This design comes from an exercise in tuning for small area, a short achievable clock period and few clock cycles on the open sky130 flow, not from production work.
At most, simulation tests tie the RTL to the original design; equivalence was not proved.
No functional check of the RTL was part of runs 1 to 4.
Power is estimated from default activity; no workload was simulated.

**flow/run.sh**
```bash
#!/bin/bash
# Standard layout (standard synthesis, standard steps), with timing repair
# aimed at a setup slack of SETUP_SLACK_MARGIN ns at the design's clock
# period, plain buffers (instead of delay cells) on the ports, and a clock
# tree without dummy loads.
set -euo pipefail
CTS='-sink_clustering_enable -repair_clock_nets -sink_clustering_size 30 -sink_clustering_max_diameter 60 -buf_list {sky130_fd_sc_hd__clkbuf_8 sky130_fd_sc_hd__clkbuf_16} -dont_use_dummy_load'
bash standard.sh SETUP_SLACK_MARGIN=15 'BUFFER_PORTS_ARGS=-buffer_cell sky130_fd_sc_hd__buf_4' "CTS_ARGS=$CTS" finish > flow_make.log 2>&1
```
**standard.sh**
```bash
#!/bin/bash
# synth_recipe.tcl (not shown) runs the flow's synth.tcl, then flattens the netlist and writes it again
# the make line also repeats each setting of config.mk as NAME=value (left out here)
make -C /OpenROAD-flow-scripts/flow DESIGN_CONFIG=/design/flow/config.mk WORK_HOME=/design/flow/orfs CLKGATE_MAP_FILE= SYNTH_SCRIPT=/design/flow/synth_recipe.tcl "${@:-finish}"
```
**config.mk**
```make
export PLATFORM = sky130hd
export DESIGN_NAME = coprocessador
export DESIGN_NICKNAME = coprocessador
export VERILOG_FILES = /design/flow/design.v
export SDC_FILE = /design/flow/constraint.sdc
export NUM_CORES = 8
export LEC_CHECK = 0
export CAP_MARGIN = 40
export CORE_MARGIN = 2
export CORE_UTILIZATION = 75
export CTS_BUF_LIST = sky130_fd_sc_hd__clkbuf_8 sky130_fd_sc_hd__clkbuf_16
export CTS_CLUSTER_DIAMETER = 60
export CTS_CLUSTER_SIZE = 30
export PLACE_DENSITY = 0.85
export SLEW_MARGIN = 40
```
**constraint.sdc**
```tcl
create_clock -name core_clock -period 20.0 [get_ports {clk}]
set_input_delay 4.0000 -clock core_clock [delete_from_list [all_inputs] [get_ports {clk}]]
set_output_delay 4.0000 -clock core_clock [all_outputs]
set_load 0.01 [all_outputs]
```
**design.v**
```verilog
module mul8bc2(a, b, p, ovf);
	input  [7:0] a, b;
	output [7:0] p;
	output ovf;
	wire t1 = a[0] & b[0];
	wire t2 = a[0] & b[1];
	wire t3 = a[0] & b[2];
	wire t4 = a[0] & b[3];
	wire t5 = a[0] & b[4];
	wire t6 = a[0] & b[5];
	wire t7 = a[0] & b[6];
	wire t8 = a[0] & b[7];
	wire t9 = a[1] & b[0];
	wire t10 = a[1] & b[1];
	wire t11 = a[1] & b[2];
	wire t12 = a[1] & b[3];
	wire t13 = a[1] & b[4];
	wire t14 = a[1] & b[5];
	wire t15 = a[1] & b[6];
	wire t16 = a[2] & b[0];
	wire t17 = a[2] & b[1];
	wire t18 = a[2] & b[2];
	wire t19 = a[2] & b[3];
	wire t20 = a[2] & b[4];
	wire t21 = a[2] & b[5];
	wire t22 = a[3] & b[0];
	wire t23 = a[3] & b[1];
	wire t24 = a[3] & b[2];
	wire t25 = a[3] & b[3];
	wire t26 = a[3] & b[4];
	wire t27 = a[4] & b[0];
	wire t28 = a[4] & b[1];
	wire t29 = a[4] & b[2];
	wire t30 = a[4] & b[3];
	wire t31 = a[5] & b[0];
	wire t32 = a[5] & b[1];
	wire t33 = a[5] & b[2];
	wire t34 = a[6] & b[0];
	wire t35 = a[6] & b[1];
	wire t36 = a[7] & b[0];
	wire t37 = t7 ^ t14;
	wire t38 = t7 & t14;
	wire t39 = t8 ^ t15 ^ t21;
	wire t40 = t26 ^ t30;
	wire t41 = t5 ^ t12;
	wire t42 = t5 & t12;
	wire t43 = t6 ^ t13 ^ t19;
	wire t44 = (t6 & t13) | (t6 & t19) | (t13 & t19);
	wire t45 = t24 ^ t28;
	wire t46 = t24 & t28;
	wire t47 = t20 ^ t25 ^ t29;
	wire t48 = (t20 & t25) | (t20 & t29) | (t25 & t29);
	wire t49 = t32 ^ t34 ^ t37;
	wire t50 = (t32 & t34) | (t32 & t37) | (t34 & t37);
	wire t51 = t33 ^ t35 ^ t36;
	wire t52 = t39 ^ t40 ^ t38;
	wire t53 = t4 ^ t11;
	wire t54 = t4 & t11;
	wire t55 = t18 ^ t23 ^ t27;
	wire t56 = (t18 & t23) | (t18 & t27) | (t23 & t27);
	wire t57 = t31 ^ t43 ^ t45;
	wire t58 = (t31 & t43) | (t31 & t45) | (t43 & t45);
	wire t59 = t47 ^ t49 ^ t44;
	wire t60 = (t47 & t49) | (t47 & t44) | (t49 & t44);
	wire t61 = t51 ^ t52 ^ t48;
	wire t62 = t3 ^ t10;
	wire t63 = t3 & t10;
	wire t64 = t17 ^ t22 ^ t53;
	wire t65 = (t17 & t22) | (t17 & t53) | (t22 & t53);
	wire t66 = t41 ^ t55 ^ t54;
	wire t67 = (t41 & t55) | (t41 & t54) | (t55 & t54);
	wire t68 = t42 ^ t57 ^ t56;
	wire t69 = (t42 & t57) | (t42 & t56) | (t57 & t56);
	wire t70 = t46 ^ t59 ^ t58;
	wire t71 = (t46 & t59) | (t46 & t58) | (t59 & t58);
	wire t72 = t50 ^ t61 ^ t60;
	wire [7:0] ra = {t72, t70, t68, t66, t64, t16, t2, t1};
	wire [7:0] rb = {t71, t69, t67, t65, t63, t62, t9, 1'b0};
	assign p = ra + rb;
	wire [6:0] da = a[7:1] ^ a[6:0];
	wire [6:0] db = b[7:1] ^ b[6:0];
	wire [8:0] ga, gb;
	genvar n;
	generate
		for (n = 0; n < 9; n = n + 1) begin : th
			if (n < 2) begin : lo
				assign ga[n] = 1'b1;
				assign gb[n] = 1'b1;
			end else begin : hi
				assign ga[n] = |da[6:n-2];
				assign gb[n] = |db[6:n-2];
			end
		end
	endgenerate
	wire [8:0] hb = gb & ~{1'b0, gb[8:1]};
	wire ge11 = |(hb[8:3] & {ga[3], ga[4], ga[5], ga[6], ga[7], ga[8]});
	wire ge10 = |(hb[8:2] & {ga[2], ga[3], ga[4], ga[5], ga[6], ga[7], ga[8]});
	wire ge9  = |(hb[8:1] & {ga[1], ga[2], ga[3], ga[4], ga[5], ga[6], ga[7], ga[8]});
	wire sgn = a[7] ^ b[7];
	assign ovf = ge11 | (ge10 & ((p[7] ^ sgn) | (p == 8'd0))) | (ge9 & ~sgn & (p == 8'h80));
endmodule
module coprocessador(
	instruction,
	clk,
	rst,
	wr,
	dataOut,
	incorrect_addr_flag,
	overflow_flag,
	done_flag
);
	input [17:0] instruction;
	input clk, rst, wr;
	output reg [7:0] dataOut;
	output reg incorrect_addr_flag;
	output overflow_flag;
	output done_flag;
	localparam NOP = 3'b000, LOAD = 3'b001, STORE = 3'b010, ADD = 3'b011,
	           SUB = 3'b100, MULE = 3'b101, MULM = 3'b110, RST = 3'b111;
	wire [2:0] opcode = instruction[2:0];
	reg armed;         
	reg done;
	reg [17:0] ir;     
	reg ir_wr;
	reg st_pend;       
	reg clr_pend;      
	reg czero;         
	reg rst_q;         
	reg go_pend;       
	reg ovf;
	wire start = armed & (opcode != NOP) & ~rst;
	wire op_in = (opcode == ADD) | (opcode == SUB) | (opcode == MULE) | (opcode == MULM);
	wire start_op = start & op_in;
	assign done_flag = done;
	assign overflow_flag = ovf;
	reg is_mulm, is_mule, is_add, is_sub;
	wire [7:0] scal = ir[10:3];    
	reg act1;                  
	reg [4:0] j1, k1;          
	reg [7:0] xq [0:4];
	reg [7:0] yq;
	wire busy = act1;
	wire last1 = is_mulm ? (j1[4] & k1[4]) : j1[4];
	wire first1 = ~is_mulm | k1[0];
	wire [4:0] kn = is_mulm ? {k1[3:0], k1[4]} : 5'b00001;
	wire [4:0] jn = (is_mulm & ~k1[4]) ? j1 : {j1[3:0], j1[4]};
	always @(posedge clk) begin
		ir <= instruction;
		ir_wr <= wr;
		rst_q <= rst;
		if (rst) begin
			armed <= 1'b1;
			done <= 1'b0;
			st_pend <= 1'b0;
			clr_pend <= 1'b0;
			act1 <= 1'b0;
			go_pend <= 1'b0;
		end else begin
			armed <= (opcode == NOP);
			st_pend <= start & (opcode == STORE);
			clr_pend <= start & (opcode == RST);
			if (start) begin
				done <= ~op_in;
			end else if (act1 & last1) begin
				done <= 1'b1;
			end
			go_pend <= start_op & rst_q;
			if ((start_op & ~rst_q) | go_pend) begin
				act1 <= 1'b1;
			end else if (last1) begin
				act1 <= 1'b0;
			end
		end
		if (~busy & ~go_pend) begin
			is_mulm <= (opcode == MULM);
			is_mule <= (opcode == MULE);
			is_add <= (opcode == ADD);
			is_sub <= (opcode == SUB);
		end
		if (act1) begin
			j1 <= jn;
			k1 <= kn;
			sb <= (is_mulm & kn[4]) ? {jn[3:0], jn[4]} : jn;
		end else begin
			j1 <= 5'b00001;
			k1 <= 5'b00001;
			sb <= 5'b00001;
		end
	end
	wire ld_in = (opcode == LOAD);
	wire st_in = (opcode == STORE);
	wire bad_in = ld_in ? ((instruction[5:3] > 3'd4) | (instruction[8:6] > 3'd4)) :
	                      ((instruction[6:4] > 3'd4) | (instruction[9:7] > 3'd4));
	always @(posedge clk) begin
		incorrect_addr_flag <= ((ld_in | st_in) & bad_in) | ((opcode == NOP) & incorrect_addr_flag);
	end
	reg [7:0] A [0:4][0:4];
	reg [7:0] B [0:4][0:4];
	wire clear = rst_q | clr_pend;
	wire [7:0] wdata = ir[17:10] & {8{~clear}};
	wire st_ok = st_pend & ir_wr;
	genvar r, c;
	generate
		for (r = 0; r < 5; r = r + 1) begin : gr
			for (c = 0; c < 5; c = c + 1) begin : gc
				wire hit = st_ok & (ir[9:7] == r) & (ir[6:4] == c);
				always @(posedge clk) begin
					if (clear | (hit & ~ir[3])) A[r][c] <= wdata;
					if (clear | (hit & ir[3])) B[r][c] <= wdata;
				end
			end
		end
	endgenerate
	reg [7:0] C [0:4][0:4];
	always @(posedge clk) begin
		if (rst | (start & (opcode == RST))) czero <= 1'b1;
		else if (act1) czero <= 1'b0;
	end
	wire [4:0] lrow, lcol;
	generate
		for (c = 0; c < 5; c = c + 1) begin : ld
			assign lrow[c] = (instruction[8:6] == c);
			assign lcol[c] = (instruction[5:3] == c);
		end
	endgenerate
	wire [4:0] lrowg = lrow & {5{ld_in & ~czero}};
	reg [7:0] lrowv [0:4];
	reg [7:0] lval;
	integer i, k;
	always @(*) begin
		lval = dataOut & {8{opcode == NOP}};
		for (i = 0; i < 5; i = i + 1) begin
			lrowv[i] = 8'd0;
			for (k = 0; k < 5; k = k + 1)
				lrowv[i] = lrowv[i] | (C[i][k] & {8{lcol[k]}});
			lval = lval | (lrowv[i] & {8{lrowg[i]}});
		end
	end
	always @(posedge clk) begin
		dataOut <= lval;
	end
	wire [4:0] sa = ~act1 ? 5'b00001 : is_mulm ? kn : jn;    
	reg [4:0] sb;
	reg [7:0] acol [0:4];
	reg [7:0] bcol [0:4];
	reg [7:0] bnext;
	always @(*) begin
		bnext = 8'd0;
		for (i = 0; i < 5; i = i + 1) begin
			acol[i] = 8'd0;
			bcol[i] = 8'd0;
			for (k = 0; k < 5; k = k + 1) begin
				acol[i] = acol[i] | (A[i][k] & {8{sa[k]}});
				bcol[i] = bcol[i] | (B[i][k] & {8{sb[k]}});
			end
			bnext = bnext | (bcol[i] & {8{kn[i]}});
		end
	end
	always @(posedge clk) begin
		for (i = 0; i < 5; i = i + 1) xq[i] <= acol[i];
		if (~act1)
			yq <= (opcode == MULM) ? B[0][0] : (opcode == MULE) ? instruction[10:3] : 8'd1;
		else
			yq <= is_mulm ? bnext : is_mule ? scal : 8'd1;
	end
	wire [4:0] mov;
	wire [7:0] prod [0:4];
	wire [4:0] aov;
	wire [4:0] b80;
	generate
		for (r = 0; r < 5; r = r + 1) begin : lane
			mul8bc2 m(xq[r], yq, prod[r], mov[r]);
			wire [7:0] left = is_mulm ? (first1 ? 8'd0 : C[r][4]) :
			                  is_add ? bcol[r] : is_sub ? ~bcol[r] : 8'd0;
			wire [7:0] sum = left + prod[r] + {7'd0, is_sub};
			assign aov[r] = (left[7] == prod[r][7]) & (sum[7] != left[7]);
			assign b80[r] = is_sub & (bcol[r] == 8'h80);
			always @(posedge clk) begin
				if (act1) begin
					if (first1) begin
						C[r][0] <= C[r][1];
						C[r][1] <= C[r][2];
						C[r][2] <= C[r][3];
						C[r][3] <= C[r][4];
					end
					C[r][4] <= sum;
				end
			end
		end
	endgenerate
	always @(posedge clk) begin
		if (start_op) ovf <= 1'b0;
		else if (act1) ovf <= ovf | (|mov) | (|aov) | (|b80);
	end
endmodule
```
==> results of run 1 <==
synth_stat cells (all sizes together) (10+ instances only):
cell	count	share of area [%]
fa	65	3.9
xor2	36	0.94
o21ai	128	1.9
a21o	17	0.38
a221oi	22	0.57
dfxtp	97	5.8
or3	11	0.21
and2	100	1.9
nor2b	25	0.49
a21oi	54	0.81
nor3	28	0.43
clkbuf	124	1.4
a22oi	134	3.0
nand3	27	0.40
ha	85	3.2
mux2i	52	1.6
o22ai	33	0.62
and3	10	0.19
inv	139	1.6
a222oi	89	2.7
nand2	285	3.2
nor2	77	0.91
o21a	12	0.27
edfxtp	604	54
a31oi	10	0.19
buf	32	0.45
nor4	16	0.30
nor4b	11	0.29
nand4	11	0.21
nand2b	13	0.24
xnor2	83	2.2
mux4	38	2.6
metrics by stage:
stage | area [µm²] | utilization [%]
finish | 36100 | 81.7
global route | 36000 | 81.7
CTS | 35600 | 80.7
detailed placement | 34300 | 77.6
global placement | 34200 | 77.6
floorplan | 33600 | -
routing by layer:
metal / vias to the layer above / routed length, µm
li1: 9716 / -
met1: 11400 / 32400
met2: 2064 / 43600
met3: 384 / 12700
met4: 2 / 5530
met5: - / 9
logic make-up after synthesis:
| logic type | count (synthesis) | synth area share [%] |
|---|---|---|
| fa+ha+maj | 150 | 7.06 |
| mux | 93 | 4.21 |
| compound gates | 577 | 12.4 |
| simple gates | 648 | 9.53 |
| flops | 701 | 59.9 |
| xor+xnor | 124 | 3.45 |
| buf+inv | 296 | 3.41 |
registers in the layout (all words and copies together), names as in the netlist, 8 cells and up:
signal / count
A: 200
B: 200
C: 200
xq: 40
ir: 15
dataOut: 8
yq: 8
power by group through the flow:
stage / logic, mW / registers, mW / clock network (mW)
3_3_place_gp: 0.656 / 1.80 / 0
5_1_grt: 0.841 / 1.79 / 0.828
3_5_place_dp: 0.687 / 1.81 / 0
6_report: 0.792 / 1.78 / 0.798
4_1_cts: 0.721 / 1.78 / 0.775
2_1_floorplan: 0.515 / 1.77 / 0
worst paths after layout:
check	slack, ns	cells after the start	from	end
setup / recovery	14.89	1	dataOut[5]$_DFF_P_	dataOut[5]
hold / removal	0.43	0	C[8][3]$_DFFE_PP_	C[7][3]$_DFFE_PP_
setup reg to reg	14.96	21	yq[5]$_DFF_P_	ovf$_SDFFE_PP0P_
hold reg to reg	0.43	0	C[8][3]$_DFFE_PP_	C[7][3]$_DFFE_PP_
area by class of cell:
type                       instances  area (µm²)  share of cell area, %
antenna                            3        7.51                 0.0208
clock buffer                      39         976                   2.71
inverter                         140         531                   1.47
multi-input combinational       1592       12700                   35.1
sequential                       701       20100                   55.8
tap                              592         741                   2.05
timing repair buffer              96         995                   2.76
what timing repair did:
action	CTS	global route
pin swaps	12	21
gates resized for setup	62	52
setup buffers	8	11
gates cloned	2	4
endpoints found under the setup margin	20	21
==> flow_summary.toml, run 1 <==
[placement]
hpwl_um = 59100
gp_congestion = 1.01
dpl.cell_count = 3095
port_buffers = 31
place_ws_ns = 13.86

[yosys]
syn_area_per_cell_um2 = 12.9
yosys_warnings = 15
ys_seq_area_share_pct = 59.9
ys_async_sr_fraction_pct = 0
synth_cells = 2589
synth_edf_count = 604
ys_ff_latch = 701
syn_nets = 2760
synth_cell_types = 83
synth_ff_type = "edfxtp_1"
syn_area_um2 = 33500

[drt]
drc_errors = 0
vias_per_cell = 7.43
drt-total-wl_um = 94200
postRouteAntennaNets = 0
vias = 23500
drt_iter0_markers = 4168
firstDrtPassIters = 8
post_drt_wl_per_cell_um = 29.8

[floorplanning]
rows = 77
die_area_um2 = 46400
io_pins = 32
die_h_um = 215
initial_utilization_pct = 76.0
die_w_um = 215
core_area_um2 = 44100

[power]
pwr-share-clk_pct = 23.7
seq_power_share_pct = 52.9
p_int_mw = 2.37
p_per_area_nw_per_um2 = 93.5
finalPower_mw = 3.37
power.share.switching_pct = 29.8
p_switching_mw = 1.00
leakagePower_nw = 13.3
p_comb_share_pct = 23.5
ir_drop_mv = 0.106

[cells_and_area]
area_growth_pct = 7.57
nets = 2741
mostFrequentLayoutCell = "edfxtp_1"
layout-drive-gt1-share_pct = 11.0
mostFrequentLayoutCells = "604 x edfxtp_1, 282 x nand2_1, 135 x inv_1, 129 x a22oi_1, 95 x and2_1"
n_fill_cell = 2334
layoutNonFillerInstCount = 3163

[grt]
grt_first_pass_wirelength_um = 137000
grt_util_met3_pct = 7.85
grt.total_usage_pct = 39.5
grt_overflow = 0
grt_pass1_vias = 22500
grt_start_max_net_pins = 91
gr-usage-met1_pct = 54.7
antenna_found_initial = 3
grt_most_used_layer = "met2"
use_met2_pct = 61.7

[clocking]
cts_tree = "yes"
hold_buffers = 0
h-tree-depth = 2
clkSinkCount = 701
cts-root-buf = "clkbuf_16"
clk_path_buf_depth = 3
cts_buffers = 39
path_clk_slew_ns = 0.11
clk_latency_ns = 0.61

[worst_setup_path]
cp_slowest_cell = "dfxtp_4"
required_ns = 16.00
critPathCaptureType = "output port"
cp.arrival_ns = 1.11
cp_max_fo = 2
crit_path_cell_trace = "buf_6"
slowest_delay_ns = 0.38
start_kind = "flip-flop"
path_buf_inv = 1
cp_top_family = "flip-flops"
criticalPathCategory = "reg2out"

[worst_hold_path]
hold_class = "reg2reg"

[timing]
fin_skew_ns = 0.0815
slew_headroom_pct = 36.5
layout_min_cycle_time_ns = 5.11
fin_tns_setup_ns = 0
setup_violations = 0
worst_slew_pin_slew_ns = 0.946
setup_ws_ns = 14.89
period_share_pct = 25.6
fmax_mhz = 196
slew_viol_final = 0
final_hold_viol_count = 0
hold_slack_ns = 0.430
rsz0062_at_grt = "true"

[status]
status = "no timing/DRC/antenna violations"

[job]
cap_violations = 0
==> run 2: changes to the inputs <==
--- a/flow/run.sh
+++ b/flow/run.sh
@@ -7,2 +7,2 @@
 CTS='-sink_clustering_enable -repair_clock_nets -sink_clustering_size 30 -sink_clustering_max_diameter 60 -buf_list {sky130_fd_sc_hd__clkbuf_8 sky130_fd_sc_hd__clkbuf_16} -dont_use_dummy_load'
-bash standard.sh SETUP_SLACK_MARGIN=15 'BUFFER_PORTS_ARGS=-buffer_cell sky130_fd_sc_hd__buf_4' "CTS_ARGS=$CTS" finish > flow_make.log 2>&1
+bash standard.sh SETUP_SLACK_MARGIN=14.9 'BUFFER_PORTS_ARGS=-buffer_cell sky130_fd_sc_hd__buf_4' "CTS_ARGS=$CTS" finish > flow_make.log 2>&1
--- a/config.mk
+++ b/config.mk
@@ -9,3 +9,3 @@
 export CORE_MARGIN = 2
-export CORE_UTILIZATION = 75
+export CORE_UTILIZATION = 65
 export CTS_BUF_LIST = sky130_fd_sc_hd__clkbuf_8 sky130_fd_sc_hd__clkbuf_16
@@ -13,3 +13,3 @@
 export CTS_CLUSTER_SIZE = 30
-export PLACE_DENSITY = 0.85
+export PLACE_DENSITY = 0.75
 export SLEW_MARGIN = 40
==> flow_summary.toml, run 2 <==
[drt]
drt_iter0_markers = 3162
postRouteAntennaNets = 0
vias_per_cell = 6.87
firstDrtPassIters = 7
drt-total-wl_um = 88100
vias = 22300
drc_errors = 0
post_drt_wl_per_cell_um = 27.2

[cells_and_area]
layout-drive-gt1-share_pct = 10.2
mostFrequentLayoutCells = "604 x edfxtp_1, 283 x nand2_1, 136 x inv_1, 134 x a22oi_1, 95 x and2_1"
area_growth_pct = 7.38
n_fill_cell = 3465
mostFrequentLayoutCell = "edfxtp_1"
diodes = 0
nets = 2735
reg_top3 = "A: 200 flops, B: 200 flops, C: 200 flops"

[power]
finalPower_mw = 3.35
p_per_area_nw_per_um2 = 93.0
leakagePower_nw = 13.2
ir_drop_mv = 0.111

[worst_setup_path]
required_ns = 16.00
cp_top_family = "flip-flops"
criticalPathCategory = "reg2out"
cp_slowest_cell = "dfxtp_4"
path_buf_inv = 1
cp_max_fo = 2
crit_path_cell_trace = "buf_6"
cp.arrival_ns = 1.13
start_kind = "flip-flop"
critPathCaptureType = "output port"
slowest_delay_ns = 0.41

[timing]
hold_slack_ns = 0.429
period_share_pct = 25.7
final_hold_viol_count = 0
fin_tns_setup_ns = 0
fmax_mhz = 195
rsz0062_at_grt = "true"
worst_slew_pin_slew_ns = 0.808
fin_skew_ns = 0.0941
slew_viol_final = 0
layout_min_cycle_time_ns = 5.13
setup_violations = 0
slew_headroom_pct = 44.6

[clocking]
cts-root-buf = "clkbuf_16"
cts_tree = "yes"
clk_latency_ns = 0.62
h-tree-depth = 2
cts_buffers = 43
path_clk_slew_ns = 0.07
clk_path_buf_depth = 3
clkSinkCount = 701

[yosys]
syn_area_um2 = 33500
ys_seq_area_share_pct = 59.9
syn_nets = 2760
yosysTopAreaCell = "edfxtp_1"
synth_top_area_share_pct = 54.1
synth_cell_types = 83
synth_area_leaders = "edfxtp_1 54%, dfxtp_1 5.8%, fa_1 3.9%"
synth_ff_type = "edfxtp_1"
ys_ff_latch = 701
syn_area_per_cell_um2 = 12.9
synth_commonest_cells = "604 x edfxtp_1, 285 x nand2_1, 138 x inv_1"
synth_cells = 2589
yosys_warnings = 15
ys_async_sr_fraction_pct = 0
yosysMostFrequentCell = "edfxtp_1"
synth_edf_count = 604

[floorplanning]
die_w_um = 231
initial_utilization_pct = 65.5
core_area_um2 = 51200
rows = 83
io_pins = 32
die_h_um = 231
die_area_um2 = 53400

[grt]
grt_start_max_net_pins = 97
grt_first_pass_wirelength_um = 132000
grt_overflow = 0
grt.total_usage_pct = 32.9
grt_pass1_vias = 21600
antenna_found_initial = 2

[status]
status = "no timing/DRC/antenna violations"

[placement]
hpwl_um = 58400
gp_congestion = 1.01
port_buffers = 31

[worst_hold_path]
hold_class = "reg2reg"

[job]
cap_violations = 0
==> run 2: cell counts after synthesis <==
No cell type changed its count.
==> run 2: what timing repair did <==
item,CTS,global route
setup endpoints to repair,19,18
pin swaps,4,20
cloned,0,2
hold buffers,0,0
buffers inserted,2,3
gates resized for setup,25,59
endpoints found under the hold margin,0,0
==> run 2: cell families after synthesis <==
logic type | synth area share, %
xor gates and xnor gates | 3.45
DFF | 59.9
muxes | 4.21
adders and majority gates | 7.06
AOI/OAI and AO/OA | 12.4
buffers and inverters | 3.41
and+or+nand+nor | 9.53
==> run 2: final timing paths <==
path | from | endpoint | slack, ns | cells past startpoint
max | done$_SDFFE_PP0P_ | done_flag | 14.87 | 1
min reg2reg | C[6][6]$_DFFE_PP_ | C[5][6]$_DFFE_PP_ | 0.43 | 0
max reg2reg | yq[6]$_DFF_P_ | ovf$_SDFFE_PP0P_ | 14.96 | 21
min | C[6][6]$_DFFE_PP_ | C[5][6]$_DFFE_PP_ | 0.43 | 0
==> run 2: final cells by class <==
cell class,instances,area [µm²],share of cell area (%)
multi-input combinational,1592,12600,35.0
inverter,140,529,1.47
tap,680,851,2.36
clock buffer,43,1080,2.99
timing repair buffer,86,827,2.30
sequential,701,20100,55.9
==> run 2: routing by layer <==
layer	wire length (µm)	GRT usage, %	vias up
met5	13	0	-
met2	40700	50.8	1284
met4	3360	11.3	2
met3	9560	6.23	196
li1	-	-	9687
met1	34500	47.6	11100
==> run 2: where the power goes <==
group          switching (mW)  total [mW]  leakage, nW  internal [mW]
logic                   0.455       0.750         5.84          0.295
registers              0.0677        1.77         6.84           1.71
clock network           0.440       0.821        0.530          0.381
==> run 2: metrics by stage <==
stage          util, %  setup WS, ns  instance area, µm²  std cells
2_1_floorplan        -         14.57               33600       2589
3_3_place_gp      67.1         13.91               34400       3191
3_5_place_dp      67.2         14.06               34400       3191
4_1_cts           69.5         14.86               35600       3236
5_1_grt           70.3         14.78               36000       3242
6_report          70.3         14.87               36000       3242
==> run 3: changes to the inputs <==
==> flow/run.sh (replaced) <==
#!/bin/bash
# Standard layout (standard synthesis, standard steps), with timing repair
# aimed at a setup slack of SETUP_SLACK_MARGIN ns at the design's clock
# period, plain buffers (instead of delay cells) on the ports, and a clock
# tree without dummy loads.
set -euo pipefail
CTS='-sink_clustering_enable -repair_clock_nets -sink_clustering_size 40 -sink_clustering_max_diameter 60 -buf_list {sky130_fd_sc_hd__clkbuf_16} -dont_use_dummy_load'
bash standard.sh SETUP_SLACK_MARGIN=15 'BUFFER_PORTS_ARGS=-buffer_cell sky130_fd_sc_hd__buf_4' "CTS_ARGS=$CTS" finish > flow_make.log 2>&1
==> flow_summary.toml, run 3 <==
[power]
leakagePower_nw = 13.3
ir_drop_mv = 0.108
p_per_area_nw_per_um2 = 91.9

[worst_setup_path]
crit_path_cell_trace = "buf_6"
slowest_delay_ns = 0.41
cp_slowest_cell = "dfxtp_4"
cp_top_family = "flip-flops"
crit_start = "done$_SDFFE_PP0P_"
criticalPathCategory = "reg2out"
cp.arrival_ns = 1.08
start_kind = "flip-flop"
path_buf_inv = 1
critPathCaptureType = "output port"
cp_max_fo = 2
required_ns = 16.00
r2r-start = "yq[5]$_DFF_P_"

[clocking]
clk_path_buf_depth = 3
cts_buffers = 40
path_clk_slew_ns = 0.08
clk_latency_ns = 0.63
clkSinkCount = 701
cts-root-buf = "clkbuf_16"
h-tree-depth = 2
cts_tree = "yes"
hold_buffers = 0

[timing]
final_hold_viol_count = 0
setup_violations = 0
slew_headroom_pct = 39.2
fmax_mhz = 197
rsz0062_at_grt = "true"
worst_slew_pin_slew_ns = 0.907
fin_skew_ns = 0.0776
period_share_pct = 25.4
fin_tns_setup_ns = 0
slew_viol_final = 0
hold_slack_ns = 0.437
layout_min_cycle_time_ns = 5.08

[status]
status = "no timing/DRC/antenna violations"

[yosys]
syn_area_um2 = 33500
ys_async_sr_fraction_pct = 0
synth_cells = 2589
synth_commonest_cells = "604 x edfxtp_1, 285 x nand2_1, 138 x inv_1"
synth_top_area_share_pct = 54.1
synth_area_leaders = "edfxtp_1 54%, dfxtp_1 5.8%, fa_1 3.9%"
yosysTopAreaCell = "edfxtp_1"
yosys_warnings = 15
ys_ff_latch = 701
ys_seq_area_share_pct = 59.9
yosysMostFrequentCell = "edfxtp_1"
synth_edf_count = 604
synth_ff_type = "edfxtp_1"
syn_nets = 2760
synth_cell_types = 83
syn_area_per_cell_um2 = 12.9

[drt]
firstDrtPassIters = 10
vias_per_cell = 6.89
postRouteAntennaNets = 0
post_drt_wl_per_cell_um = 27.1
drc_errors = 0
vias = 22400
drt-total-wl_um = 88000
drt_iter0_markers = 3314

[cells_and_area]
nets = 2745
fin_area_um2 = 36200
reg_top3 = "A: 200 flops, B: 200 flops, C: 200 flops"
layout-drive-gt1-share_pct = 10.7
mostFrequentLayoutCells = "604 x edfxtp_1, 283 x nand2_1, 137 x inv_1, 130 x a22oi_1, 95 x and2_1"
mostFrequentLayoutCell = "edfxtp_1"
layoutNonFillerInstCount = 3253
area_growth_pct = 8.03

[grt]
antenna_found_initial = 0
grt_overflow = 0
grt.total_usage_pct = 32.5
grt_pass1_vias = 21200
grt_first_pass_wirelength_um = 130000
grt_start_max_net_pins = 82

[floorplanning]
initial_utilization_pct = 65.5
rows = 83
die_area_um2 = 53400
io_pins = 32
die_w_um = 231
core_area_um2 = 51200
die_h_um = 231

[placement]
port_buffers = 31
gp_congestion = 0.950
place_area_um2 = 34400
hpwl_um = 57400
dpl.cell_count = 3185

[worst_hold_path]
hold_class = "reg2reg"
min_from = "C[2][7]$_DFFE_PP_"

[job]
cap_violations = 0
-- run 3: metal layers --
| metal | GRT usage (%) | wire (µm) | vias to the layer above |
|---|---|---|---|
| met5 | 0 | 0 | - |
| met4 | 12.0 | 3420 | 0 |
| met3 | 5.95 | 9650 | 225 |
| met2 | 48.8 | 40000 | 1398 |
| met1 | 47.9 | 35000 | 11100 |
| li1 | - | - | 9715 |
-- run 3: kinds of logic (layout without fill, tap and decap cells) --
kind of cell / Yosys count / count (layout) / share of synthesized area (%)
AO/OA/AOI/OAI: 577 / 577 / 12.4
XOR/XNOR: 124 / 124 / 3.45
adder cells (fa/ha/maj): 150 / 150 / 7.06
other: 0 / 1 / 0
AND/OR/NAND/NOR: 648 / 648 / 9.53
buffers and inverters: 296 / 279 / 3.41
flip-flops: 701 / 701 / 59.9
multiplexers: 93 / 93 / 4.21
-- run 3: per-stage QoR --
step	utilization, %	total power [mW]	setup slack (ns)
4_1_cts	69.7	3.27	14.92
3_5_place_dp	67.2	2.49	13.95
2_1_floorplan	-	2.28	14.57
6_report	70.7	3.33	14.92
5_1_grt	70.7	3.45	14.89
3_3_place_gp	67.1	2.47	13.93
-- run 3: final timing paths --
path	slack [ns]	endpoint	cells after the start
min reg2reg	0.44	C[1][7]$_DFFE_PP_	0
max reg2reg	15.06	ovf$_SDFFE_PP0P_	21
min	0.44	C[1][7]$_DFFE_PP_	0
max	14.92	done_flag	1
-- run 3: area by class of cell --
type | count | area [µm²]
timing repair buffer | 99 | 1030
fill | 3417 | 15000
multi-input combinational | 1592 | 12700
antenna | 1 | 2.50
inverter | 140 | 531
tap | 680 | 851
sequential | 701 | 20100
clock buffer | 40 | 1000
-- run 3: worst reg2reg max path, delay by kind of cell, from the launching register on --
kind	cells	cell delay, ns
adders and majority gates	6	2.33
and+or+nand+nor	8	1.30
DFF	1	0.36
buffers and inverters	4	0.34
AOI/OAI and AO/OA	2	0.34
muxes	1	0.12
-- run 3: report_power, final --
group	total [mW]	switching, mW	internal (mW)
sequential	1.78	0.0687	1.71
clock	0.787	0.431	0.356
combinational	0.765	0.459	0.306
-- run 3: what timing repair did --
item / CTS / global route
pin swaps: 4 / 23
setup endpoints to repair: 23 / 22
buffers inserted: 6 / 12
resized for setup: 58 / 46
cloned: 2 / 6
==> run 4: changes to the inputs <==
==> run.sh (new file) <==
#!/bin/bash
# synth_recipe.tcl (not shown) runs the flow's synth.tcl, then flattens the netlist and writes it again
# the make line also repeats each setting of config.mk as NAME=value (left out here)
make -C /OpenROAD-flow-scripts/flow DESIGN_CONFIG=/design/flow/config.mk WORK_HOME=/design/flow/orfs CLKGATE_MAP_FILE= SYNTH_SCRIPT=/design/flow/synth_recipe.tcl finish
--- a/config.mk
+++ b/config.mk
@@ -7,3 +7,3 @@
 export LEC_CHECK = 0
-export CAP_MARGIN = 40
+export CAP_MARGIN = 10
 export CORE_MARGIN = 2
@@ -14,2 +14,2 @@
 export PLACE_DENSITY = 0.75
-export SLEW_MARGIN = 40
+export SLEW_MARGIN = 10
removed: flow/run.sh
removed: standard.sh
==> flow_summary.toml, run 4 <==
[floorplanning]
rows = 83
die_area_um2 = 53400
die_w_um = 231
initial_utilization_pct = 65.5
core_area_um2 = 51200
io_pins = 32
die_h_um = 231

[drt]
drc_errors = 0
drt-total-wl_um = 85600
vias = 22100
postRouteAntennaNets = 0
vias_per_cell = 6.75
post_drt_wl_per_cell_um = 26.2
firstDrtPassIters = 8
drt_iter0_markers = 2938

[timing]
worst_slew_pin_slew_ns = 1.26
setup_violations = 0
layout_min_cycle_time_ns = 6.51
fin_tns_setup_ns = 0
slew_viol_final = 0
slew_headroom_pct = 15.0
fin_skew_ns = 0.0367
period_share_pct = 32.5
fmax_mhz = 154
rsz0062_at_grt = "false"
final_hold_viol_count = 0

[grt]
grt_overflow = 0
antenna_found_initial = 3
grt_pass1_vias = 21400
grt_first_pass_wirelength_um = 130000
grt_start_max_net_pins = 83
grt.total_usage_pct = 32.4

[yosys]
yosysTopAreaCell = "edfxtp_1"
yosysMostFrequentCell = "edfxtp_1"
synth_area_leaders = "edfxtp_1 54%, dfxtp_1 5.8%, fa_1 3.9%"
synth_edf_count = 604
syn_area_um2 = 33500
synth_top_area_share_pct = 54.1
synth_cells = 2589
ys_seq_area_share_pct = 59.9
ys_async_sr_fraction_pct = 0
synth_cell_types = 83
ys_ff_latch = 701
synth_ff_type = "edfxtp_1"
syn_nets = 2760
yosys_warnings = 15
synth_commonest_cells = "604 x edfxtp_1, 285 x nand2_1, 138 x inv_1"
syn_area_per_cell_um2 = 12.9

[clocking]
hold_buffers = 0
path_clk_slew_ns = 0.08
cts-root-buf = "clkbuf_16"
cts_tree = "yes"
clk_path_buf_depth = 3
postCtsSetupBuffers = 0
post_cts_resized = 0
h-tree-depth = 2
cts_buffers = 42
clkSinkCount = 701
clk_latency_ns = 0.62

[power]
p_comb_share_pct = 20.4
power.share.switching_pct = 30.1
p_switching_mw = 1.04
p_per_area_nw_per_um2 = 96.0
ir_drop_mv = 0.0946
seq_power_share_pct = 51.3
pwr-share-clk_pct = 28.3
finalPower_mw = 3.45
leakagePower_nw = 13.2
p_int_mw = 2.41

[cells_and_area]
mostFrequentLayoutCells = "604 x edfxtp_1, 285 x nand2_1, 139 x inv_1, 134 x a22oi_1, 105 x o21ai_0"
area_growth_pct = 7.27
fin_area_um2 = 36000
layout-drive-gt1-share_pct = 7.45
mostFrequentLayoutCell = "edfxtp_1"
n_fill_cell = 3484
nets = 2726
reg_top3 = "A: 200 flops, B: 200 flops, C: 200 flops"

[worst_setup_path]
slowest_delay_ns = 0.96
start_kind = "primary input"
required_ns = 20.55
cpMostUsedCell = "buf_4"
cp_slowest_cell = "nor3_2"
criticalPathCategory = "in2reg"
crit_path_cell_trace = "clkdlybuf4s50_1 > inv_1 > buf_4 > nor3_2 > buf_4 > a22oi_1 > o22ai_1 > or3_1"
cp_max_fo = 40
cp.arrival_ns = 7.06
critPathCaptureType = "flip-flop"

[job]
cap_violations = 0

[placement]
gp_congestion = 0.959
port_buffers = 31
place_area_um2 = 34400
hpwl_um = 57900

[worst_hold_path]
hold_class = "reg2reg"

[status]
status = "no timing/DRC/antenna violations"
-- run 4: path summary, 6_finish.rpt --
path | startpoint | depth (start not counted) | slack [ns] | end
hold reg to reg | C[6][5]$_DFFE_PP_ | 0 | 0.45 | C[5][5]$_DFFE_PP_
setup / recovery | instruction[5] | 8 | 13.49 | dataOut[2]$_DFF_P_
setup reg to reg | xq[0][1]$_DFF_P_ | 18 | 14.48 | ovf$_SDFFE_PP0P_
hold / removal | C[6][5]$_DFFE_PP_ | 0 | 0.45 | C[5][5]$_DFFE_PP_
-- run 4: layer usage --
layer / track usage, % / share of wire (%)
met5: 0 / 0.014
met4: 10.1 / 3.1
met3: 5.68 / 11
met2: 49.7 / 46
met1: 47.7 / 40
-- run 4: kinds of logic (layout without fill, tap and decap cells) --
family | Yosys count | in the layout | synth area share [%]
mux | 93 | 93 | 4.21
simple gates | 648 | 648 | 9.53
buf+inv | 296 | 296 | 3.41
flops | 701 | 701 | 59.9
compound gates | 577 | 577 | 12.4
xor+xnor | 124 | 124 | 3.45
other cells | 0 | 1 | 0
fa+ha+maj | 150 | 150 | 7.06
-- run 4: power groups by stage --
stage          Combinational (mW)  Sequential, mW  Clock [mW]
2_1_floorplan               0.510            1.77           0
3_3_place_gp                0.669            1.80           0
3_5_place_dp                0.692            1.80           0
4_1_cts                     0.696            1.77       0.984
5_1_grt                     0.767            1.78        1.03
6_report                    0.705            1.77       0.976
-- run 4: worst max-delay path: cells and delay by family --
family                 cells  cell delay [ns]
AOI/OAI and AO/OA          2             0.38
buffers and inverters      4             1.56
and+or+nand+nor            2             1.11
-- run 4: layout make-up --
type | instances | area, µm² | area share [%]
inverters | 140 | 526 | 1.46
diodes | 1 | 2.50 | 0.00696
well taps | 680 | 851 | 2.37
flip-flops and latches | 701 | 20100 | 55.9
clock buffers | 44 | 1090 | 3.03
clock inverters | 34 | 422 | 1.17
repair buffers | 78 | 648 | 1.80
multi-input cells | 1592 | 12300 | 34.3
-- run 4: metrics by stage --
stage          instances  worst slack [ns]  hold WS, ns  util (%)
2_1_floorplan       2589             10.31        0.421         -
3_3_place_gp        3188             13.05        0.426      67.2
3_5_place_dp        3189             12.89        0.428      67.2
4_1_cts             3267             13.50        0.449      70.2
5_1_grt             3269             13.30        0.464      70.2
6_report            3270             13.49        0.446      70.2
==> run 5: changes to the inputs <==
--- a/design.v
+++ b/design.v
@@ -120,11 +120,7 @@
 	wire [2:0] opcode = instruction[2:0];
+	wire [7:0] scal = instruction[10:3];    
 	reg armed;         
 	reg done;
-	reg [17:0] ir;     
-	reg ir_wr;
-	reg st_pend;       
 	reg clr_pend;      
 	reg czero;         
-	reg rst_q;         
-	reg go_pend;       
 	reg ovf;
@@ -136,8 +132,7 @@
 	reg is_mulm, is_mule, is_add, is_sub;
-	wire [7:0] scal = ir[10:3];    
 	reg act1;                  
 	reg [4:0] j1, k1;          
+	reg [4:0] sb;              
 	reg [7:0] xq [0:4];
 	reg [7:0] yq;
-	wire busy = act1;
 	wire last1 = is_mulm ? (j1[4] & k1[4]) : j1[4];
@@ -147,5 +142,2 @@
 	always @(posedge clk) begin
-		ir <= instruction;
-		ir_wr <= wr;
-		rst_q <= rst;
 		if (rst) begin
@@ -153,9 +145,6 @@
 			done <= 1'b0;
-			st_pend <= 1'b0;
 			clr_pend <= 1'b0;
 			act1 <= 1'b0;
-			go_pend <= 1'b0;
 		end else begin
 			armed <= (opcode == NOP);
-			st_pend <= start & (opcode == STORE);
 			clr_pend <= start & (opcode == RST);
@@ -166,4 +155,3 @@
 			end
-			go_pend <= start_op & rst_q;
-			if ((start_op & ~rst_q) | go_pend) begin
+			if (start_op) begin
 				act1 <= 1'b1;
@@ -173,3 +161,3 @@
 		end
-		if (~busy & ~go_pend) begin
+		if (~act1) begin
 			is_mulm <= (opcode == MULM);
@@ -198,5 +186,5 @@
 	reg [7:0] B [0:4][0:4];
-	wire clear = rst_q | clr_pend;
-	wire [7:0] wdata = ir[17:10] & {8{~clear}};
-	wire st_ok = st_pend & ir_wr;
+	wire clear = rst | clr_pend;
+	wire [7:0] wdata = instruction[17:10] & {8{~clear}};
+	wire st_ok = st_in & wr;
 	genvar r, c;
@@ -205,6 +193,6 @@
 			for (c = 0; c < 5; c = c + 1) begin : gc
-				wire hit = st_ok & (ir[9:7] == r) & (ir[6:4] == c);
+				wire hit = st_ok & (instruction[9:7] == r) & (instruction[6:4] == c);
 				always @(posedge clk) begin
-					if (clear | (hit & ~ir[3])) A[r][c] <= wdata;
-					if (clear | (hit & ir[3])) B[r][c] <= wdata;
+					if (clear | (hit & ~instruction[3])) A[r][c] <= wdata;
+					if (clear | (hit & instruction[3])) B[r][c] <= wdata;
 				end
@@ -242,3 +230,2 @@
 	wire [4:0] sa = ~act1 ? 5'b00001 : is_mulm ? kn : jn;    
-	reg [4:0] sb;
 	reg [7:0] acol [0:4];
@@ -255,3 +242,3 @@
 			end
-			bnext = bnext | (bcol[i] & {8{kn[i]}});
+			bnext = bnext | (bcol[i] & {8{k1[(i + 4) % 5]}});
 		end
@@ -261,3 +248,3 @@
 		if (~act1)
-			yq <= (opcode == MULM) ? B[0][0] : (opcode == MULE) ? instruction[10:3] : 8'd1;
+			yq <= (opcode == MULM) ? B[0][0] : (opcode == MULE) ? scal : 8'd1;
 		else
==> flow_summary.toml, run 5 <==
[status]
status = "no timing/DRC/antenna violations"

[worst_setup_path]
start_kind = "primary input"
path_buf_inv = 1
cp_slowest_cell = "o21ai_0"
critPathCaptureType = "flip-flop"
r2r-start = "yq[5]$_DFF_P_"
crit_start = "instruction[1]"
cp_top_family = "compound AO/OA/AOI/OAI gates"
r2r_slack_ns = 14.12
criticalPathCategory = "in2reg"
slowest_delay_ns = 1.11
reg2reg_depth = 18
crit_path_end = "A[18][1]$_DFFE_PP_"
crit_path_cell_trace = "clkdlybuf4s50_1 > nor2b_1 > and3b_1 > nand3_1 > o21ai_0"
r2r_end = "ovf$_SDFFE_PP0P_"
cp.arrival_ns = 6.73
cp_max_fo = 10
cp.depth = 5
required_ns = 20.23

[clocking]
cts_tree = "yes"
clkSinkCount = 682
hold_buffers = 0
postCtsSetupBuffers = 0
clk_path_buf_depth = 3
h-tree-depth = 2
clk_latency_ns = 0.62
cts-root-buf = "clkbuf_16"
cts_buffers = 43
path_clk_slew_ns = 0.09
post_cts_resized = 0

[yosys]
synth_area_leaders = "edfxtp_1 54%, dfxtp_1 4.7%, fa_1 3.9%"
syn_area_per_cell_um2 = 12.7
yosysTopAreaCell = "edfxtp_1"
synth_cells = 2622
ys_seq_area_share_pct = 59.0
syn_nets = 2793
synth_commonest_cells = "604 x edfxtp_1, 282 x nand2_1, 133 x clkbuf_1"
syn_area_um2 = 33400
ys_ff_latch = 682
ys_async_sr_fraction_pct = 0
yosys_warnings = 15
synth_cell_types = 90
yosysMostFrequentCell = "edfxtp_1"
synth_ff_type = "edfxtp_1"
synth_top_area_share_pct = 54.3
synth_edf_count = 604

[timing]
slew_headroom_pct = 20.6
worst_slew_pin_slew_ns = 1.18
fin_skew_ns = 0.0506
period_share_pct = 32.5
fin_tns_setup_ns = 0
setup_violations = 0
fmax_mhz = 154
rsz0062_at_grt = "false"
final_hold_viol_count = 0
slew_viol_final = 0
layout_min_cycle_time_ns = 6.50
hold_slack_ns = 0.447

[power]
p_per_area_nw_per_um2 = 96.8
finalPower_mw = 3.46
ir_drop_mv = 0.0865
leakagePower_nw = 13.0

[drt]
drt-total-wl_um = 85800
firstDrtPassIters = 9
vias = 22200
drt_iter0_markers = 3647
drc_errors = 0
vias_per_cell = 6.76
post_drt_wl_per_cell_um = 26.1
postRouteAntennaNets = 0

[cells_and_area]
area_growth_pct = 6.95
mostFrequentLayoutCells = "604 x edfxtp_1, 282 x nand2_1, 134 x inv_1, 121 x o21ai_0, 113 x a21oi_1"
nets = 2743
layout-drive-gt1-share_pct = 7.37
mostFrequentLayoutCell = "edfxtp_1"
reg_top3 = "A: 200 flops, B: 200 flops, C: 200 flops"

[floorplanning]
rows = 83
die_w_um = 231
io_pins = 32
initial_utilization_pct = 65.3
die_area_um2 = 53200
die_h_um = 231
core_area_um2 = 51100

[grt]
grt_start_max_net_pins = 93
grt.total_usage_pct = 32.6
grt_overflow = 0
antenna_found_initial = 6
grt_pass1_vias = 21300
grt_first_pass_wirelength_um = 131000

[job]
cap_violations = 0

[placement]
hpwl_um = 57700
gp_congestion = 0.999
port_buffers = 31

[worst_hold_path]
hold_class = "reg2reg"
-- run 5: report_power, final --
group / switching (mW) / leakage (nW) / internal (mW)
clock: 0.531 / 0.755 / 0.441
combinational: 0.447 / 5.59 / 0.291
sequential: 0.0701 / 6.68 / 1.68
-- run 5: cell type report --
cell class	instances	area, µm²
Clock inverter	35	450
Inverter	131	492
Fill cell	3541	15400
Multi-Input combinational cell	1645	12500
Sequential cell	682	19700
Clock buffer	44	1100
Tap cell	680	851
Timing Repair Buffer	69	581
Antenna cell	2	5.00
-- run 5: through the flow --
step / cell area, µm² / std cells / setup WS (ns) / util, %
6_report: 35700 / 3288 / 13.50 / 69.9
5_1_grt: 35700 / 3287 / 13.36 / 69.9
4_1_cts: 35700 / 3285 / 13.52 / 69.9
3_5_place_dp: 34100 / 3206 / 12.90 / 66.8
3_3_place_gp: 34100 / 3206 / 12.97 / 66.8
2_1_floorplan: 33400 / 2622 / 10.95 / -
-- run 5: kinds of logic (layout without fill, tap and decap cells) --
family,count (synthesis),in the layout,share of synthesized area [%]
simple gates,688,688,10.4
flops,682,682,59.0
compound gates,588,588,12.2
buf+inv,295,279,3.55
fa+ha+maj,150,150,7.08
xor+xnor,123,123,3.43
mux,96,96,4.34
other cells,0,2,0
-- run 5: worst min-delay path by stage --
| stage | from | end | slack (ns) | cells past startpoint |
|---|---|---|---|---|
| 3_3_place_gp | C[23][0]$_DFFE_PP_ | C[22][0]$_DFFE_PP_ | 0.42 | 0 |
| 2_1_floorplan | C[12][0]$_DFFE_PP_ | C[11][0]$_DFFE_PP_ | 0.42 | 0 |
| 3_5_place_dp | C[17][5]$_DFFE_PP_ | C[16][5]$_DFFE_PP_ | 0.43 | 0 |
| 6_report | C[2][7]$_DFFE_PP_ | C[1][7]$_DFFE_PP_ | 0.45 | 0 |
| 5_1_grt | C[2][4]$_DFFE_PP_ | C[1][4]$_DFFE_PP_ | 0.46 | 0 |
| 4_1_cts | C[1][1]$_DFFE_PP_ | C[0][1]$_DFFE_PP_ | 0.44 | 0 |
-- run 5: layer usage --
metal / vias to the layer above / track usage (%) / share of wire [%]
met5: - / 0 / 0.062
met4: 8 / 10.3 / 3.3
met3: 181 / 6.10 / 11
met1: 11000 / 47.0 / 39
li1: 9726 / - / -
met2: 1323 / 51.0 / 47
-- run 5: worst reg2reg max path, delay by kind of cell, from the launching register on --
kind / cells / cell delay, ns
buf+inv: 3 / 0.33
compound gates: 5 / 1.69
simple gates: 4 / 0.89
flops: 1 / 0.31
fa+ha+maj: 6 / 2.49
Testbench counts of run 5, summed over its fixed seeds: cycles 27,000.
==> run 6: changes to the inputs <==
==> flow/run.sh (new file) <==
#!/bin/bash
# Standard layout (standard synthesis, standard steps), with timing repair
# aimed at a setup slack of SETUP_SLACK_MARGIN ns at the design's clock
# period, plain buffers (instead of delay cells) on the ports, and a clock
# tree without dummy loads.
set -euo pipefail
CTS='-sink_clustering_enable -repair_clock_nets -sink_clustering_size 30 -sink_clustering_max_diameter 60 -buf_list {sky130_fd_sc_hd__clkbuf_8 sky130_fd_sc_hd__clkbuf_16} -dont_use_dummy_load'
bash standard.sh SETUP_SLACK_MARGIN=15 'BUFFER_PORTS_ARGS=-buffer_cell sky130_fd_sc_hd__buf_4' "CTS_ARGS=$CTS" finish > flow_make.log 2>&1
==> standard.sh (new file) <==
#!/bin/bash
# synth_recipe.tcl (not shown) runs the flow's synth.tcl, then flattens the netlist and writes it again
# the make line also repeats each setting of config.mk as NAME=value (left out here)
make -C /OpenROAD-flow-scripts/flow DESIGN_CONFIG=/design/flow/config.mk WORK_HOME=/design/flow/orfs CLKGATE_MAP_FILE= SYNTH_SCRIPT=/design/flow/synth_recipe.tcl "${@:-finish}"
--- a/config.mk
+++ b/config.mk
@@ -7,3 +7,3 @@
 export LEC_CHECK = 0
-export CAP_MARGIN = 10
+export CAP_MARGIN = 40
 export CORE_MARGIN = 2
@@ -14,2 +14,2 @@
 export PLACE_DENSITY = 0.75
-export SLEW_MARGIN = 10
+export SLEW_MARGIN = 40
removed: run.sh
==> flow_summary.toml, run 6 <==
[drt]
firstDrtPassIters = 9
postRouteAntennaNets = 0
drt-total-wl_um = 91700
drt_iter0_markers = 3203
vias_per_cell = 6.86
vias = 22700
drc_errors = 0
post_drt_wl_per_cell_um = 27.6

[power]
seq_power_share_pct = 50.3
p_per_area_nw_per_um2 = 92.6
ir_drop_mv = 0.0896
p_comb_share_pct = 26.4
p_switching_mw = 1.03
power.share.switching_pct = 29.7
leakagePower_nw = 13.8
pwr-share-clk_pct = 23.3
p_int_mw = 2.45

[placement]
port_buffers = 31
gp_congestion = 1.00
hpwl_um = 57600

[worst_setup_path]
start_kind = "flip-flop"
r2r_end = "ovf$_SDFFE_PP0P_"
required_ns = 16.00
cp_slowest_cell = "dfxtp_4"
cp.depth = 1
crit_start = "done$_SDFFE_PP0P_"
r2r_slack_ns = 14.97
reg2reg_depth = 19
cp_max_fo = 2
crit_path_cell_trace = "buf_6"
r2r-start = "yq[5]$_DFF_P_"
criticalPathCategory = "reg2out"
cp.arrival_ns = 1.12
critPathCaptureType = "output port"
path_buf_inv = 1
slowest_delay_ns = 0.39
cp_top_family = "flip-flops"
crit_path_end = "done_flag"

[floorplanning]
io_pins = 32
rows = 83
die_h_um = 231
die_area_um2 = 53200
initial_utilization_pct = 65.3
core_area_um2 = 51100
die_w_um = 231

[yosys]
synth_edf_count = 604
ys_seq_area_share_pct = 59.0
synth_commonest_cells = "604 x edfxtp_1, 282 x nand2_1, 133 x clkbuf_1"
synth_cell_types = 90
yosysTopAreaCell = "edfxtp_1"
synth_top_area_share_pct = 54.3
syn_nets = 2793
syn_area_um2 = 33400
yosysMostFrequentCell = "edfxtp_1"
ys_ff_latch = 682
syn_area_per_cell_um2 = 12.7
synth_ff_type = "edfxtp_1"
yosys_warnings = 15
synth_area_leaders = "edfxtp_1 54%, dfxtp_1 4.7%, fa_1 3.9%"
synth_cells = 2622
ys_async_sr_fraction_pct = 0

[grt]
grt_first_pass_wirelength_um = 133000
grt_overflow = 0
grt.total_usage_pct = 33.4
grt_pass1_vias = 21900
grt_start_max_net_pins = 92
antenna_found_initial = 2

[timing]
rsz0062_at_grt = "true"
setup_violations = 0
fmax_mhz = 195
final_hold_viol_count = 0
worst_slew_pin_slew_ns = 0.901
fin_tns_setup_ns = 0
slew_headroom_pct = 39.5
period_share_pct = 25.6
fin_skew_ns = 0.106
slew_viol_final = 0
layout_min_cycle_time_ns = 5.12

[cells_and_area]
reg_top3 = "A: 200 flops, B: 200 flops, C: 200 flops"
mostFrequentLayoutCells = "604 x edfxtp_1, 268 x nand2_1, 126 x inv_1, 96 x a21oi_1, 91 x xnor2_1"
nets = 2807
mostFrequentLayoutCell = "edfxtp_1"
area_growth_pct = 12.7
layout-drive-gt1-share_pct = 16.8
final_core_util_pct = 73.6

[clocking]
clk_path_buf_depth = 3
cts-root-buf = "clkbuf_16"
h-tree-depth = 2
clk_latency_ns = 0.63
hold_buffers = 0
cts_tree = "yes"
path_clk_slew_ns = 0.09
cts_buffers = 43
clkSinkCount = 682

[worst_hold_path]
hold_class = "reg2reg"

[status]
status = "no timing/DRC/antenna violations"

[job]
cap_violations = 0
[run 6: cell counts after synthesis]
No cell type changed its count.
[run 6: repair_timing]
item / 4_1_cts / 5_1_grt
pin swaps: 50 / 58
resized for setup: 130 / 102
endpoints found under the hold margin: 0 / 0
buffers inserted: 33 / 17
gates cloned: 8 / 10
endpoints found under the setup margin: 825 / 642
[run 6: worst min-delay path by stage]
stage | slack (ns) | end | start | cells past startpoint
3_3_place_gp | 0.42 | C[10][5]$_DFFE_PP_ | C[11][5]$_DFFE_PP_ | 0
4_1_cts | 0.42 | C[22][0]$_DFFE_PP_ | C[23][0]$_DFFE_PP_ | 0
2_1_floorplan | 0.42 | C[11][0]$_DFFE_PP_ | C[12][0]$_DFFE_PP_ | 0
5_1_grt | 0.43 | C[22][0]$_DFFE_PP_ | C[23][0]$_DFFE_PP_ | 0
6_report | 0.41 | C[22][0]$_DFFE_PP_ | C[23][0]$_DFFE_PP_ | 0
3_5_place_dp | 0.43 | C[6][0]$_DFFE_PP_ | C[7][0]$_DFFE_PP_ | 0
[run 6: cell type report]
type | count | area (µm²)
multi-input cells | 1653 | 14000
repair buffers | 125 | 1470
fillers | 3287 | 13500
flip-flops and latches | 682 | 19800
well taps | 680 | 851
inverters | 131 | 492
clock buffers | 43 | 1080
diodes | 2 | 5.00
[run 6: logic make-up after synthesis]
| group | after synthesis | synth area share [%] |
|---|---|---|
| AO/OA/AOI/OAI | 588 | 12.2 |
| XOR/XNOR | 123 | 3.43 |
| adder cells (fa/ha/maj) | 150 | 7.08 |
| buffers and inverters | 295 | 3.55 |
| flip-flops | 682 | 59.0 |
| multiplexers | 96 | 4.34 |
| AND/OR/NAND/NOR | 688 | 10.4 |
[run 6: per-stage QoR]
stage	std cells	total power [mW]	worst slack [ns]	instance area [µm²]	hold WS [ns]
floorplan	2622	2.30	13.98	34300	0.421
global placement	3201	2.50	13.28	34700	0.423
detailed placement	3202	2.52	13.40	34700	0.429
CTS	3286	3.40	14.86	36900	0.420
global route	3315	3.60	14.85	37600	0.432
finish	3316	3.48	14.88	37600	0.414
[run 6: power groups by stage]
stage | Clock [mW] | Combinational (mW) | Sequential, mW
after floorplan | 0 | 0.564 | 1.74
after global placement | 0 | 0.719 | 1.78
after detailed placement | 0 | 0.741 | 1.78
after CTS | 0.817 | 0.831 | 1.75
after global routing | 0.861 | 0.983 | 1.76
final | 0.813 | 0.919 | 1.75
[run 6: layer usage]
metal	routed length [µm]	track usage [%]	vias to the layer above	share of wire [%]
li1	-	-	9853	-
met3	9650	5.87	222	11
met1	35200	47.0	11300	38
met2	43300	53.4	1379	47
met5	13	0	-	0.014
met4	3470	11.6	2	3.8
==> run 7: changes to the inputs <==
--- a/flow/run.sh
+++ b/flow/run.sh
@@ -7,2 +7,2 @@
 CTS='-sink_clustering_enable -repair_clock_nets -sink_clustering_size 30 -sink_clustering_max_diameter 60 -buf_list {sky130_fd_sc_hd__clkbuf_8 sky130_fd_sc_hd__clkbuf_16} -dont_use_dummy_load'
-bash standard.sh SETUP_SLACK_MARGIN=15 'BUFFER_PORTS_ARGS=-buffer_cell sky130_fd_sc_hd__buf_4' "CTS_ARGS=$CTS" finish > flow_make.log 2>&1
+bash standard.sh SETUP_SLACK_MARGIN=14.9 'BUFFER_PORTS_ARGS=-buffer_cell sky130_fd_sc_hd__buf_4' "CTS_ARGS=$CTS" finish > flow_make.log 2>&1
==> flow_summary.toml, run 7 <==
[timing]
layout_min_cycle_time_ns = 5.09
period_share_pct = 25.5
fin_tns_setup_ns = 0
slew_viol_final = 0
setup_violations = 0
fin_skew_ns = 0.0777
rsz0062_at_grt = "true"
slew_headroom_pct = 43.6
worst_slew_pin_slew_ns = 0.846
fmax_mhz = 196
final_hold_viol_count = 0

[drt]
vias = 22600
post_drt_wl_per_cell_um = 27.9
vias_per_cell = 6.87
postRouteAntennaNets = 0
firstDrtPassIters = 9
drt_iter0_markers = 3420
drt-total-wl_um = 91700
drc_errors = 0

[yosys]
synth_commonest_cells = "604 x edfxtp_1, 282 x nand2_1, 133 x clkbuf_1"
ys_ff_latch = 682
ys_seq_area_share_pct = 59.0
synth_area_leaders = "edfxtp_1 54%, dfxtp_1 4.7%, fa_1 3.9%"
syn_area_um2 = 33400
synth_cells = 2622
syn_area_per_cell_um2 = 12.7
ys_async_sr_fraction_pct = 0
syn_nets = 2793
yosys_warnings = 15
synth_edf_count = 604
yosysTopAreaCell = "edfxtp_1"
synth_ff_type = "edfxtp_1"
yosysMostFrequentCell = "edfxtp_1"
synth_cell_types = 90
synth_top_area_share_pct = 54.3

[floorplanning]
die_w_um = 231
rows = 83
initial_utilization_pct = 65.3
io_pins = 32
core_area_um2 = 51100
die_area_um2 = 53200
die_h_um = 231

[worst_hold_path]
min_from = "C[8][7]$_DFFE_PP_"
holdPathStages = 0
hold_class = "reg2reg"
whs_endpoint = "C[7][7]$_DFFE_PP_"

[cells_and_area]
layout-drive-gt1-share_pct = 14.1
mostFrequentLayoutCells = "604 x edfxtp_1, 268 x nand2_1, 130 x inv_1, 106 x a21oi_1, 91 x xnor2_1"
regArea_um2 = 19700
mostFrequentLayoutCell = "edfxtp_1"
diodes = 0
area_growth_pct = 10.9
reg_top3 = "A: 200 flops, B: 200 flops, C: 200 flops"
multi_input_area_um2 = 13700
nets = 2781
n_fill_cell = 3349
fin_area_um2 = 37000

[grt]
grt_overflow = 0
antenna_found_initial = 0
grt_first_pass_wirelength_um = 137000
grt.total_usage_pct = 34.7
grt_start_max_net_pins = 89
grt_pass1_vias = 21900

[clocking]
cts_tree = "yes"
clk_latency_ns = 0.60
clk_path_buf_depth = 3
cts_buffers = 43
cts-root-buf = "clkbuf_16"
h-tree-depth = 2
path_clk_slew_ns = 0.08
clkSinkCount = 682

[placement]
gp_congestion = 0.949
port_buffers = 31
place_area_um2 = 34800
hpwl_um = 57900

[worst_setup_path]
r2r-start = "yq[5]$_DFF_P_"
critPathCaptureType = "flip-flop"
start_kind = "primary input"
r2r_end = "ovf$_SDFFE_PP0P_"
reg2reg_depth = 19
cp_max_fo = 10
criticalPathCategory = "in2reg"
cp.arrival_ns = 5.33
r2r_slack_ns = 14.93
required_ns = 20.24

[status]
status = "no timing/DRC/antenna violations"

[power]
ir_drop_mv = 0.0751
p_per_area_nw_per_um2 = 92.4
leakagePower_nw = 13.5

[job]
cap_violations = 0
run 7: timing repair:
| action | CTS | global route |
|---|---|---|
| setup buffers | 16 | 7 |
| hold buffers | 0 | 0 |
| setup endpoints to repair | 820 | 501 |
| pin swaps | 32 | 25 |
| resized for setup | 102 | 62 |
| gates cloned | 18 | 2 |
run 7: cell families (layout without fill, tap and decap cells):
logic type / Yosys count / in the layout / share of synthesized area (%)
compound gates: 588 / 588 / 12.2
xor+xnor: 123 / 123 / 3.43
fa+ha+maj: 150 / 150 / 7.08
buf+inv: 295 / 268 / 3.55
flops: 682 / 682 / 59.0
mux: 96 / 96 / 4.34
simple gates: 688 / 701 / 10.4
run 7: worst max-delay path, stage by stage:
cell and delay, ns:
buf_4 0.12, nor2b_4 0.23, and3b_2 0.26, buf_12 0.14, nand3_4 0.08, buf_12 0.18
o21ai_4 0.31
run 7: layout make-up:
class,count,share of cell area (%)
sequential,682,53.3
multi-input combinational,1658,37.1
timing repair buffer,94,3.00
clock buffer,43,2.91
tap,680,2.30
inverter,131,1.33
run 7: per-layer routing:
layer	global-route usage (%)	up-vias	wire length, µm
met5	0	-	0
met4	13.0	0	3810
met3	6.34	206	10100
met2	55.1	1373	43200
met1	48.3	11200	34600
li1	-	9791	-
run 7: how the worst max path moves through the flow:
stage,from,slack (ns),cells past startpoint,end
4_1_cts,rst,14.89,4,A[18][7]$_DFFE_PP_
2_1_floorplan,instruction[2],13.98,4,A[20][0]$_DFFE_PP_
6_report,instruction[1],14.91,7,A[15][6]$_DFFE_PP_
5_1_grt,yq[5]$_DFF_P_,14.78,20,ovf$_SDFFE_PP0P_
3_5_place_dp,instruction[3],13.45,8,dataOut[3]$_DFF_P_
3_3_place_gp,rst,13.21,4,A[17][5]$_DFFE_PP_
run 7: power by group:
part	leakage [nW]	total, mW	internal, mW	switching (mW)
Clock	0.530	0.815	0.381	0.434
Combinational	6.28	0.851	0.349	0.502
Sequential	6.69	1.75	1.68	0.0760
Total	13.5	3.42	2.41	1.01
run 7: metrics by stage:
stage / hold slack [ns] / worst slack (ns) / total power, mW / instances / utilization [%]
floorplan: 0.421 / 13.98 / 2.30 / 2622 / -
global placement: 0.425 / 13.21 / 2.49 / 3201 / 67.9
detailed placement: 0.429 / 13.45 / 2.52 / 3202 / 68.0
CTS: 0.432 / 14.89 / 3.38 / 3279 / 71.8
global route: 0.430 / 14.78 / 3.54 / 3288 / 72.4
finish: 0.421 / 14.91 / 3.42 / 3288 / 72.4

-- afterwards: timing with drivers on the ports --
In the flow no input, the clock included, has a driving cell. The finished layouts below were timed again as built, in two steps.
Step 1 assumes that a clkbuf_16 drives the clock port and a buf_2 every other input.
Step 2 moves the port delays by t, midway between the first and last clock arrival at a register: inputs arrive t later, outputs are due t later. That takes back most of the time a late clock gives input paths.
Three values: no drivers, after step 1, after step 2; two values: the first two.
run	t (ns)	setup slack, ns	worst hold slack (ns)	latest minus earliest clock arrival (ns)	worst slew at a driven data input, ns
run 1	0.630	14.886 / 14.820 / 14.190	0.430 / 0.430 / 0.430	0.089 / 0.090	0.28
run 2	0.628	14.869 / 14.785 / 14.157	0.429 / 0.429 / 0.429	0.099 / 0.100	0.30
run 3	0.647	14.920 / 14.807 / 14.160	0.437 / 0.437 / 0.437	0.081 / 0.081	0.31
run 4	0.670	13.491 / 13.532 / 12.862	0.446 / 0.446 / 0.446	0.037 / 0.037	0.14
run 5	0.657	13.501 / 13.474 / 12.817	0.447 / 0.447 / 0.447	0.059 / 0.059	0.12
run 6	0.639	14.879 / 14.763 / 14.124	0.414 / 0.414 / 0.414	0.110 / 0.111	0.27
run 7	0.624	14.907 / 14.793 / 14.169	0.421 / 0.421 / 0.421	0.088 / 0.088	0.20
After both steps setup and hold are still met in every run listed. The setup slack of run 3, which loses most, moves by -0.113 ns with the drivers and by -0.760 ns with both steps.
